Context: an optimization exercise on an open-source flow, tuned for small area. The choices shown serve that exercise and are no tape-out recipe. RTL that was checked went through simulation tests only; none was proved equivalent to the original. No driver is modelled on the clock port, so clocking that relies on it looks cheaper here than on a real chip.

v6:
==> module conv_mac, before the edit <==
module conv_mac #(
    parameter int DATA_WIDTH = 8,
    parameter int IMG_WIDTH  = 28,
    parameter int DEPTH      = 2*IMG_WIDTH + 2
)(
    input  logic                              clk,
    input  logic                              rst_n,
    input  logic                              i_valid,
    input  logic [DATA_WIDTH-1:0]             i_px,
    input  logic [DEPTH-1:0][DATA_WIDTH-1:0]  i_hist,    
    output logic                              o_valid,
    output logic [11:0]                       o_result
);
    localparam int W = IMG_WIDTH;
    logic [10:0] nsum;
    assign nsum = 11'(i_hist[2*W+1]) + 11'(i_hist[2*W]) + 11'(i_hist[2*W-1])
                + 11'(i_hist[W+1])   + 11'(i_hist[W-1])
                + 11'(i_hist[1])     + 11'(i_hist[0]) + 11'(i_px);
    always_ff @(posedge clk)
        o_result <= {1'b0, i_hist[W], 3'b000} - {1'b0, nsum};
    always_ff @(posedge clk or negedge rst_n)
        if (!rst_n) o_valid <= 1'b0;
        else        o_valid <= i_valid;
endmodule
==> module cnn_top, before the edit <==
module cnn_top #(
    parameter int DATA_WIDTH = 8,
    parameter int OUT_WIDTH  = 32,
    parameter int IMG_WIDTH  = 28
)(
    input  logic                   clk,
    input  logic                   rst_n,
    input  logic [DATA_WIDTH-1:0]  s_axis_tdata,
    input  logic                   s_axis_tvalid,
    output logic                   s_axis_tready,
    output logic [OUT_WIDTH-1:0]   m_axis_tdata,
    output logic                   m_axis_tvalid,
    input  logic                   m_axis_tready,
    output logic                   m_axis_tlast
);
    localparam int DEPTH = 2*IMG_WIDTH + 2;
    logic                              win_ready;
    logic [DEPTH-1:0][DATA_WIDTH-1:0]  hist;
    logic [11:0]                       result;
    assign s_axis_tready = 1'b1;
    assign m_axis_tlast  = 1'b0;
    sliding_window #(
        .DATA_WIDTH(DATA_WIDTH),
        .IMG_WIDTH(IMG_WIDTH),
        .DEPTH(DEPTH)
    ) u_sliding_window (
        .clk(clk),
        .rst_n(rst_n),
        .i_valid(s_axis_tvalid),
        .i_data(s_axis_tdata),
        .o_ready(win_ready),
        .o_hist(hist)
    );
    conv_mac #(
        .DATA_WIDTH(DATA_WIDTH),
        .IMG_WIDTH(IMG_WIDTH),
        .DEPTH(DEPTH)
    ) u_conv_mac (
        .clk(clk),
        .rst_n(rst_n),
        .i_valid(s_axis_tvalid & win_ready),
        .i_px(s_axis_tdata),
        .i_hist(hist),
        .o_valid(m_axis_tvalid),
        .o_result(result)
    );
    assign m_axis_tdata = {{(OUT_WIDTH-12){result[11]}}, result};
endmodule
export LEC_CHECK = 0
export CAP_MARGIN = 20
export CORE_MARGIN = 2
export CORE_UTILIZATION = 40
export SLEW_MARGIN = 20
create_clock -name core_clock -period 5.5 [get_ports {clk}]
run.sh (not shown) runs the stock make flow with config.mk's settings and CLKGATE_MAP_FILE= SYNTH_SCRIPT=/design/flow/synth_recipe.tcl, a recipe that flattens the netlist after the stock synthesis.
v6 finished every stage; the final checks, however, were not passed, the failures being negative setup slack.
What v7 does differently from v6 at the input level:
-- flow/design.v --
<<< v6, line 42
    parameter int DEPTH      = 2*IMG_WIDTH + 2
)(
    input  logic                              clk,
    input  logic                              rst_n,
    input  logic                              i_valid,
    input  logic [DATA_WIDTH-1:0]             i_px,
    input  logic [DEPTH-1:0][DATA_WIDTH-1:0]  i_hist,    
    output logic                              o_valid,
    output logic [11:0]                       o_result
);
    localparam int W = IMG_WIDTH;
    logic [10:0] nsum;
    assign nsum = 11'(i_hist[2*W+1]) + 11'(i_hist[2*W]) + 11'(i_hist[2*W-1])
                + 11'(i_hist[W+1])   + 11'(i_hist[W-1])
                + 11'(i_hist[1])     + 11'(i_hist[0]) + 11'(i_px);
    always_ff @(posedge clk)
        o_result <= {1'b0, i_hist[W], 3'b000} - {1'b0, nsum};
    always_ff @(posedge clk or negedge rst_n)
        if (!rst_n) o_valid <= 1'b0;
        else        o_valid <= i_valid;
endmodule
`timescale 1ns / 1ps
>>> v7, line 42
    parameter int DEPTH      = 2*IMG_WIDTH + 2
)(
    input  logic [DATA_WIDTH-1:0]             i_px,
    input  logic [DEPTH-1:0][DATA_WIDTH-1:0]  i_hist,    
    output logic [11:0]                       o_result
);
    localparam int W = IMG_WIDTH;
    logic [10:0] nsum;    
    assign nsum = 11'(i_hist[2*W+1]) + 11'(i_hist[2*W]) + 11'(i_hist[2*W-1])
                + 11'(i_hist[W+1])   + 11'(i_hist[W-1])
                + 11'(i_hist[1])     + 11'(i_hist[0]);
    assign o_result = {1'b0, i_hist[W], 3'b000} - {1'b0, nsum} - 12'(i_px);
endmodule
`timescale 1ns / 1ps
<<< v6, line 100
        .DEPTH(DEPTH)
    ) u_conv_mac (
        .clk(clk),
        .rst_n(rst_n),
        .i_valid(s_axis_tvalid & win_ready),
        .i_px(s_axis_tdata),
        .i_hist(hist),
        .o_valid(m_axis_tvalid),
        .o_result(result)
    );
    assign m_axis_tdata = {{(OUT_WIDTH-12){result[11]}}, result};
endmodule
>>> v7, line 92
        .DEPTH(DEPTH)
    ) u_conv_mac (
        .i_px(s_axis_tdata),
        .i_hist(hist),
        .o_result(result)
    );
    assign m_axis_tvalid = s_axis_tvalid & win_ready;
    assign m_axis_tdata  = {{(OUT_WIDTH-12){result[11]}}, result};
endmodule
STATUS run=v7 STAGES=ALL_DONE FINAL_CHECKS=FAILED CAUSE=negative setup slack
Of the two values seen for critical setup path kind, register to register was produced by v6 and register to primary output by v7.
Between v6 and v7, the flow reports clock-buffer cell count decreasing slightly.
| wire length of the first global-routing pass | higher: v7 |
Re global routing met2 resource utilization: v7 and v6 aren't equal, and the lower value belongs to v6.
Looking only at count of inverters not on the clock network in the layout, and setting everything else aside, the higher value of v7 and v6 goes to v7.

---

The RTL this note starts from:
==> flow/design.v <==
`timescale 1ns / 1ps
module sliding_window #(
    parameter int DATA_WIDTH = 8,
    parameter int IMG_WIDTH  = 28,
    parameter int DEPTH      = 2*IMG_WIDTH
)(
    input  logic                              clk,
    input  logic                              rst_n,
    input  logic                              i_valid,
    input  logic [DATA_WIDTH-1:0]             i_data,     
    output logic                              o_ready,    
    output logic [DEPTH-1:0][DATA_WIDTH-1:0]  o_nhist    
);
    logic [DEPTH-1:0][DATA_WIDTH-1:0] hist;
    logic [4:0] x_cnt;       
    logic       row1, row2;  
    always_ff @(posedge clk) begin
        if (i_valid)
            hist <= {hist[DEPTH-2:0], i_data};
    end
    wire x_last = x_cnt[4] & x_cnt[3] & x_cnt[1] & x_cnt[0];    
    always_ff @(posedge clk or negedge rst_n) begin
        if (!rst_n) begin
            x_cnt <= '0;
            row1  <= 1'b0;
            row2  <= 1'b0;
        end else if (i_valid) begin
            if (x_last) begin
                x_cnt <= '0;
                row1  <= 1'b1;
                row2  <= row1;
            end else begin
                x_cnt <= x_cnt + 5'd1;
            end
        end
    end
    assign o_ready = row2 & (x_cnt[4] | x_cnt[3] | x_cnt[2] | x_cnt[1]);
    assign o_nhist = hist;
endmodule
`timescale 1ns / 1ps
module conv_mac #(
    parameter int DATA_WIDTH = 8,
    parameter int IMG_WIDTH  = 28,
    parameter int DEPTH      = 2*IMG_WIDTH
)(
    input  logic                              clk,
    input  logic                              rst_n,
    input  logic                              i_beat,    
    input  logic                              i_valid,   
    input  logic [DATA_WIDTH-1:0]             i_px,      
    input  logic [DEPTH-1:0][DATA_WIDTH-1:0]  i_hist,    
    output logic                              o_valid,
    output logic [11:0]                       o_result
);
    localparam int W = IMG_WIDTH;
    logic [7:0] p56, m0, m2, cp;
    assign p56 = i_hist[2*W-1];      
    assign m0  = i_hist[W-1];        
    assign m2  = i_hist[W+1];        
    assign cp  = ~i_hist[W];         
    logic [8:0] t0;
    wire [7:0] r;
    conv_ha u_t0_0 (.a(i_px[0]), .b(p56[0]), .s(t0[0]), .co(r[0]));
    conv_fa u_t0_1 (.a(i_px[1]), .b(p56[1]), .c(r[0]), .s(t0[1]), .co(r[1]));
    conv_fa u_t0_2 (.a(i_px[2]), .b(p56[2]), .c(r[1]), .s(t0[2]), .co(r[2]));
    conv_fa u_t0_3 (.a(i_px[3]), .b(p56[3]), .c(r[2]), .s(t0[3]), .co(r[3]));
    conv_fa u_t0_4 (.a(i_px[4]), .b(p56[4]), .c(r[3]), .s(t0[4]), .co(r[4]));
    conv_fa u_t0_5 (.a(i_px[5]), .b(p56[5]), .c(r[4]), .s(t0[5]), .co(r[5]));
    conv_fa u_t0_6 (.a(i_px[6]), .b(p56[6]), .c(r[5]), .s(t0[6]), .co(r[6]));
    conv_fa u_t0_7 (.a(i_px[7]), .b(p56[7]), .c(r[6]), .s(t0[7]), .co(r[7]));
    assign t0[8] = r[7];
    logic [8:0] t1, t2;
    always_ff @(posedge clk)
        if (i_beat) begin
            t1 <= t0;
            t2 <= t1;
        end
    wire c_1, c_2;
    conv_fa u_fa0 (.a(t1[0]), .b(t2[0]), .c(m0[0]), .s(c_1), .co(c_2));
    wire c_3, c_4;
    conv_fa u_fa1 (.a(m2[0]), .b(t0[0]), .c(c_1), .s(c_3), .co(c_4));
    wire c_5, c_6;
    conv_fa u_fa2 (.a(t1[1]), .b(t2[1]), .c(m0[1]), .s(c_5), .co(c_6));
    wire c_7, c_8;
    conv_fa u_fa3 (.a(m2[1]), .b(t0[1]), .c(c_2), .s(c_7), .co(c_8));
    wire c_9, c_10;
    conv_fa u_fa4 (.a(c_4), .b(c_5), .c(c_7), .s(c_9), .co(c_10));
    wire c_11, c_12;
    conv_fa u_fa5 (.a(t1[2]), .b(t2[2]), .c(m0[2]), .s(c_11), .co(c_12));
    wire c_13, c_14;
    conv_fa u_fa6 (.a(m2[2]), .b(t0[2]), .c(c_6), .s(c_13), .co(c_14));
    wire c_15, c_16;
    conv_fa u_fa7 (.a(c_8), .b(c_10), .c(c_11), .s(c_15), .co(c_16));
    wire c_17, c_18;
    conv_fa u_fa8 (.a(t1[3]), .b(t2[3]), .c(m0[3]), .s(c_17), .co(c_18));
    wire c_19 = m2[3] ^ 1'b1 ^ cp[0];
    wire c_20 = (m2[3] & 1'b1) | (m2[3] & cp[0]) | (1'b1 & cp[0]);
    wire c_21, c_22;
    conv_fa u_fa9 (.a(t0[3]), .b(c_12), .c(c_14), .s(c_21), .co(c_22));
    wire c_23, c_24;
    conv_fa u_fa10 (.a(c_16), .b(c_17), .c(c_19), .s(c_23), .co(c_24));
    wire c_25, c_26;
    conv_fa u_fa11 (.a(t1[4]), .b(t2[4]), .c(m0[4]), .s(c_25), .co(c_26));
    wire c_27, c_28;
    conv_fa u_fa12 (.a(m2[4]), .b(cp[1]), .c(t0[4]), .s(c_27), .co(c_28));
    wire c_29, c_30;
    conv_fa u_fa13 (.a(c_18), .b(c_20), .c(c_22), .s(c_29), .co(c_30));
    wire c_31, c_32;
    conv_fa u_fa14 (.a(c_24), .b(c_25), .c(c_27), .s(c_31), .co(c_32));
    wire c_33, c_34;
    conv_fa u_fa15 (.a(t1[5]), .b(t2[5]), .c(m0[5]), .s(c_33), .co(c_34));
    wire c_35, c_36;
    conv_fa u_fa16 (.a(m2[5]), .b(cp[2]), .c(t0[5]), .s(c_35), .co(c_36));
    wire c_37, c_38;
    conv_fa u_fa17 (.a(c_26), .b(c_28), .c(c_30), .s(c_37), .co(c_38));
    wire c_39, c_40;
    conv_fa u_fa18 (.a(c_32), .b(c_33), .c(c_35), .s(c_39), .co(c_40));
    wire c_41, c_42;
    conv_fa u_fa19 (.a(t1[6]), .b(t2[6]), .c(m0[6]), .s(c_41), .co(c_42));
    wire c_43, c_44;
    conv_fa u_fa20 (.a(m2[6]), .b(cp[3]), .c(t0[6]), .s(c_43), .co(c_44));
    wire c_45, c_46;
    conv_fa u_fa21 (.a(c_34), .b(c_36), .c(c_38), .s(c_45), .co(c_46));
    wire c_47, c_48;
    conv_fa u_fa22 (.a(c_40), .b(c_41), .c(c_43), .s(c_47), .co(c_48));
    wire c_49, c_50;
    conv_fa u_fa23 (.a(t1[7]), .b(t2[7]), .c(m0[7]), .s(c_49), .co(c_50));
    wire c_51, c_52;
    conv_fa u_fa24 (.a(m2[7]), .b(cp[4]), .c(t0[7]), .s(c_51), .co(c_52));
    wire c_53, c_54;
    conv_fa u_fa25 (.a(c_42), .b(c_44), .c(c_46), .s(c_53), .co(c_54));
    wire c_55, c_56;
    conv_fa u_fa26 (.a(c_48), .b(c_49), .c(c_51), .s(c_55), .co(c_56));
    wire c_57, c_58;
    conv_fa u_fa27 (.a(t1[8]), .b(t2[8]), .c(cp[5]), .s(c_57), .co(c_58));
    wire c_59, c_60;
    conv_fa u_fa28 (.a(t0[8]), .b(c_50), .c(c_52), .s(c_59), .co(c_60));
    wire c_61, c_62;
    conv_fa u_fa29 (.a(c_54), .b(c_56), .c(c_57), .s(c_61), .co(c_62));
    wire c_63, c_64;
    conv_fa u_fa30 (.a(cp[6]), .b(c_58), .c(c_60), .s(c_63), .co(c_64));
    logic [7:0] lo_sum;
    logic lo_carry;
    assign lo_sum[0] = c_3;
    assign lo_sum[1] = c_9;
    wire lc_2;
    conv_ha u_ha0 (.a(c_13), .b(c_15), .s(lo_sum[2]), .co(lc_2));
    wire lc_3;
    conv_fa u_fa31 (.a(c_21), .b(c_23), .c(lc_2), .s(lo_sum[3]), .co(lc_3));
    wire lc_4;
    conv_fa u_fa32 (.a(c_29), .b(c_31), .c(lc_3), .s(lo_sum[4]), .co(lc_4));
    wire lc_5;
    conv_fa u_fa33 (.a(c_37), .b(c_39), .c(lc_4), .s(lo_sum[5]), .co(lc_5));
    wire lc_6;
    conv_fa u_fa34 (.a(c_45), .b(c_47), .c(lc_5), .s(lo_sum[6]), .co(lc_6));
    wire lc_7;
    conv_fa u_fa35 (.a(c_53), .b(c_55), .c(lc_6), .s(lo_sum[7]), .co(lc_7));
    assign lo_carry = lc_7;
    logic [7:0] lo_r;
    logic [3:0] ha_r, hb_r;
    logic hc_in;
    always_ff @(posedge clk) begin
        lo_r  <= lo_sum;
        hc_in <= lo_carry;
        ha_r  <= {1'b1, cp[7], c_62, c_59};
        hb_r  <= {1'b0, c_64, c_63, c_61};
    end
    logic [3:0] hi_sum;
    wire hc_0;
    conv_fa u_fa36 (.a(ha_r[0]), .b(hb_r[0]), .c(hc_in), .s(hi_sum[0]), .co(hc_0));
    wire hc_1;
    conv_fa u_fa37 (.a(ha_r[1]), .b(hb_r[1]), .c(hc_0), .s(hi_sum[1]), .co(hc_1));
    wire hc_2;
    conv_fa u_fa38 (.a(ha_r[2]), .b(hb_r[2]), .c(hc_1), .s(hi_sum[2]), .co(hc_2));
    assign hi_sum[3] = ha_r[3] ^ hb_r[3] ^ hc_2;
    assign o_result = {hi_sum, lo_r};
    always_ff @(posedge clk or negedge rst_n)
        if (!rst_n) o_valid <= 1'b0;
        else        o_valid <= i_valid;
endmodule
module conv_fa (
    input  logic a, b, c,
    output logic s, co
);
    assign s  = a ^ b ^ c;
    assign co = (a & b) | (a & c) | (b & c);
endmodule
module conv_ha (
    input  logic a, b,
    output logic s, co
);
    assign s  = a ^ b;
    assign co = a & b;
endmodule
`timescale 1ns / 1ps
module cnn_top #(
    parameter int DATA_WIDTH = 8,
    parameter int OUT_WIDTH  = 32,
    parameter int IMG_WIDTH  = 28
)(
    input  logic                   clk,
    input  logic                   rst_n,
    input  logic [DATA_WIDTH-1:0]  s_axis_tdata,
    input  logic                   s_axis_tvalid,
    output logic                   s_axis_tready,
    output logic [OUT_WIDTH-1:0]   m_axis_tdata,
    output logic                   m_axis_tvalid,
    input  logic                   m_axis_tready,
    output logic                   m_axis_tlast
);
    localparam int DEPTH = 2*IMG_WIDTH;
    logic                              win_ready;
    logic [DEPTH-1:0][DATA_WIDTH-1:0]  nhist;    
    logic [DATA_WIDTH-1:0]             npx;      
    logic [11:0]                       result;
    assign npx = ~s_axis_tdata;
    assign s_axis_tready = 1'b1;
    assign m_axis_tlast  = 1'b0;
    sliding_window #(
        .DATA_WIDTH(DATA_WIDTH),
        .IMG_WIDTH(IMG_WIDTH),
        .DEPTH(DEPTH)
    ) u_sliding_window (
        .clk(clk),
        .rst_n(rst_n),
        .i_valid(s_axis_tvalid),
        .i_data(npx),
        .o_ready(win_ready),
        .o_nhist(nhist)
    );
    conv_mac #(
        .DATA_WIDTH(DATA_WIDTH),
        .IMG_WIDTH(IMG_WIDTH),
        .DEPTH(DEPTH)
    ) u_conv_mac (
        .clk(clk),
        .rst_n(rst_n),
        .i_beat(s_axis_tvalid),
        .i_valid(s_axis_tvalid & win_ready),
        .i_px(npx),
        .i_hist(nhist),
        .o_valid(m_axis_tvalid),
        .o_result(result)
    );
    assign m_axis_tdata = {{(OUT_WIDTH-12){result[11]}}, result};
endmodule
==> flow/config.mk <==
export PLATFORM = sky130hd
export DESIGN_NAME = cnn_top
export DESIGN_NICKNAME = cnn_top
export VERILOG_FILES = /design/flow/design.v
export SDC_FILE = /design/flow/constraint.sdc
export NUM_CORES = 4
export LEC_CHECK = 0
export CAP_MARGIN = 20
export CORE_MARGIN = 2
export CORE_UTILIZATION = 70
export CTS_BUF_LIST = sky130_fd_sc_hd__clkbuf_16
export CTS_CLUSTER_DIAMETER = 80
export CTS_CLUSTER_SIZE = 36
export SLEW_MARGIN = 20
export SYNTH_HIERARCHICAL = 1
export SYNTH_MINIMUM_KEEP_SIZE = 0
==> flow/constraint.sdc <==
create_clock -name core_clock -period 5.5 [get_ports {clk}]
set_input_delay 1.1000 -clock core_clock [delete_from_list [all_inputs] [get_ports {clk}]]
set_output_delay 1.1000 -clock core_clock [all_outputs]
set_load 0.01 [all_outputs]
standard.sh (not shown) runs the stock make flow with config.mk's settings and CLKGATE_MAP_FILE= SYNTH_SCRIPT=/design/flow/synth_recipe.tcl, a recipe that flattens the netlist after the stock synthesis.
==> flow/flow/run.sh <==
#!/bin/bash
# Standard layout (standard.sh: the ORFS flow, synthesis unchanged), with
# clock tree synthesis told not to add dummy loads and to use a small buffer
# at the root of the clock tree, and the smallest buffer on
# the ports.
set -euo pipefail
export CTS_ARGS="-sink_clustering_enable -repair_clock_nets -buf_list sky130_fd_sc_hd__clkbuf_16 -sink_clustering_size 36 -sink_clustering_max_diameter 80 -dont_use_dummy_load -root_buf sky130_fd_sc_hd__clkbuf_4"
export BUFFER_PORTS_ARGS="-buffer_cell sky130_fd_sc_hd__buf_1"
bash standard.sh > standard.log 2>&1
==> next run, changes <==
--- a/flow/design.v
+++ b/flow/design.v
@@ -7,7 +7,7 @@
     input  logic                              clk,
     input  logic                              rst_n,
     input  logic                              i_valid,
-    input  logic [DATA_WIDTH-1:0]             i_data,     
+    input  logic [DATA_WIDTH-1:0]             i_data,
     output logic                              o_ready,    
     output logic [DEPTH-1:0][DATA_WIDTH-1:0]  o_nhist    
 );
@@ -16,7 +16,7 @@
     logic       row1, row2;  
     always_ff @(posedge clk) begin
         if (i_valid)
-            hist <= {hist[DEPTH-2:0], i_data};
+            hist <= {hist[DEPTH-2:0], ~i_data};
     end
     wire x_last = x_cnt[4] & x_cnt[3] & x_cnt[1] & x_cnt[0];    
     always_ff @(posedge clk or negedge rst_n) begin
@@ -211,9 +211,7 @@
     localparam int DEPTH = 2*IMG_WIDTH;
     logic                              win_ready;
     logic [DEPTH-1:0][DATA_WIDTH-1:0]  nhist;    
-    logic [DATA_WIDTH-1:0]             npx;      
     logic [11:0]                       result;
-    assign npx = ~s_axis_tdata;
     assign s_axis_tready = 1'b1;
     assign m_axis_tlast  = 1'b0;
     sliding_window #(
@@ -224,7 +222,7 @@
         .clk(clk),
         .rst_n(rst_n),
         .i_valid(s_axis_tvalid),
-        .i_data(npx),
+        .i_data(s_axis_tdata),
         .o_ready(win_ready),
         .o_nhist(nhist)
     );
@@ -237,7 +235,7 @@
         .rst_n(rst_n),
         .i_beat(s_axis_tvalid),
         .i_valid(s_axis_tvalid & win_ready),
-        .i_px(npx),
+        .i_px(~s_axis_tdata),
         .i_hist(nhist),
         .o_valid(m_axis_tvalid),
         .o_result(result)
Sequential share of layout area increases by 0.10 points.
Via count falls by 0.35%.
Cell count came out higher by 0.54%.
Worst setup slack improves by 0.0046 ns.
For the first run of this note, only the layout was checked, not whether the RTL still works.

-- what the ideal ports hide --
Ports are ideal in the flow. The routed layouts listed here were re-timed in OpenROAD. Step 1 (the two cells are an assumption about what drives the block):
set clk [get_ports {clk}]
set_driving_cell -lib_cell sky130_fd_sc_hd__clkbuf_16 $clk
set_driving_cell -lib_cell sky130_fd_sc_hd__buf_2 [delete_from_list [all_inputs] $clk]
Step 2 adds t to the input delays and takes it off the output delays; t is the mean of the earliest and latest rising clock arrival at the registers after step 1. Input paths then give back, and output paths get back, about the clock's delay inside the block. Slacks: ideal / step 1 / step 2; pairs: ideal / step 1.
run | t (ns) | slack for setup (ns) | worst hold slack (ns) | worst setup path at the end
v6 | 0.587 | -0.221 / -0.221 / -0.580 | 0.412 / 0.412 / 0.412 | input to register
v7 | 0.591 | -1.838 / -1.888 / -1.296 | 0.412 / 0.412 / 0.412 | register to output
the first run of note 2 | 0.748 | 0.401 / 0.418 / -0.330 | 0.274 / 0.252 / 0.365 | input to register
the second run of note 2 | 0.740 | 0.405 / 0.408 / -0.332 | 0.297 / 0.281 / 0.406 | input to register
Met with ideal ports but missed after step 2: setup timing in the first run of note 2 and the second run of note 2. For the second run of note 2, which loses most, drivers alone change the setup slack by +0.003 ns; drivers and shift together by -0.737 ns.
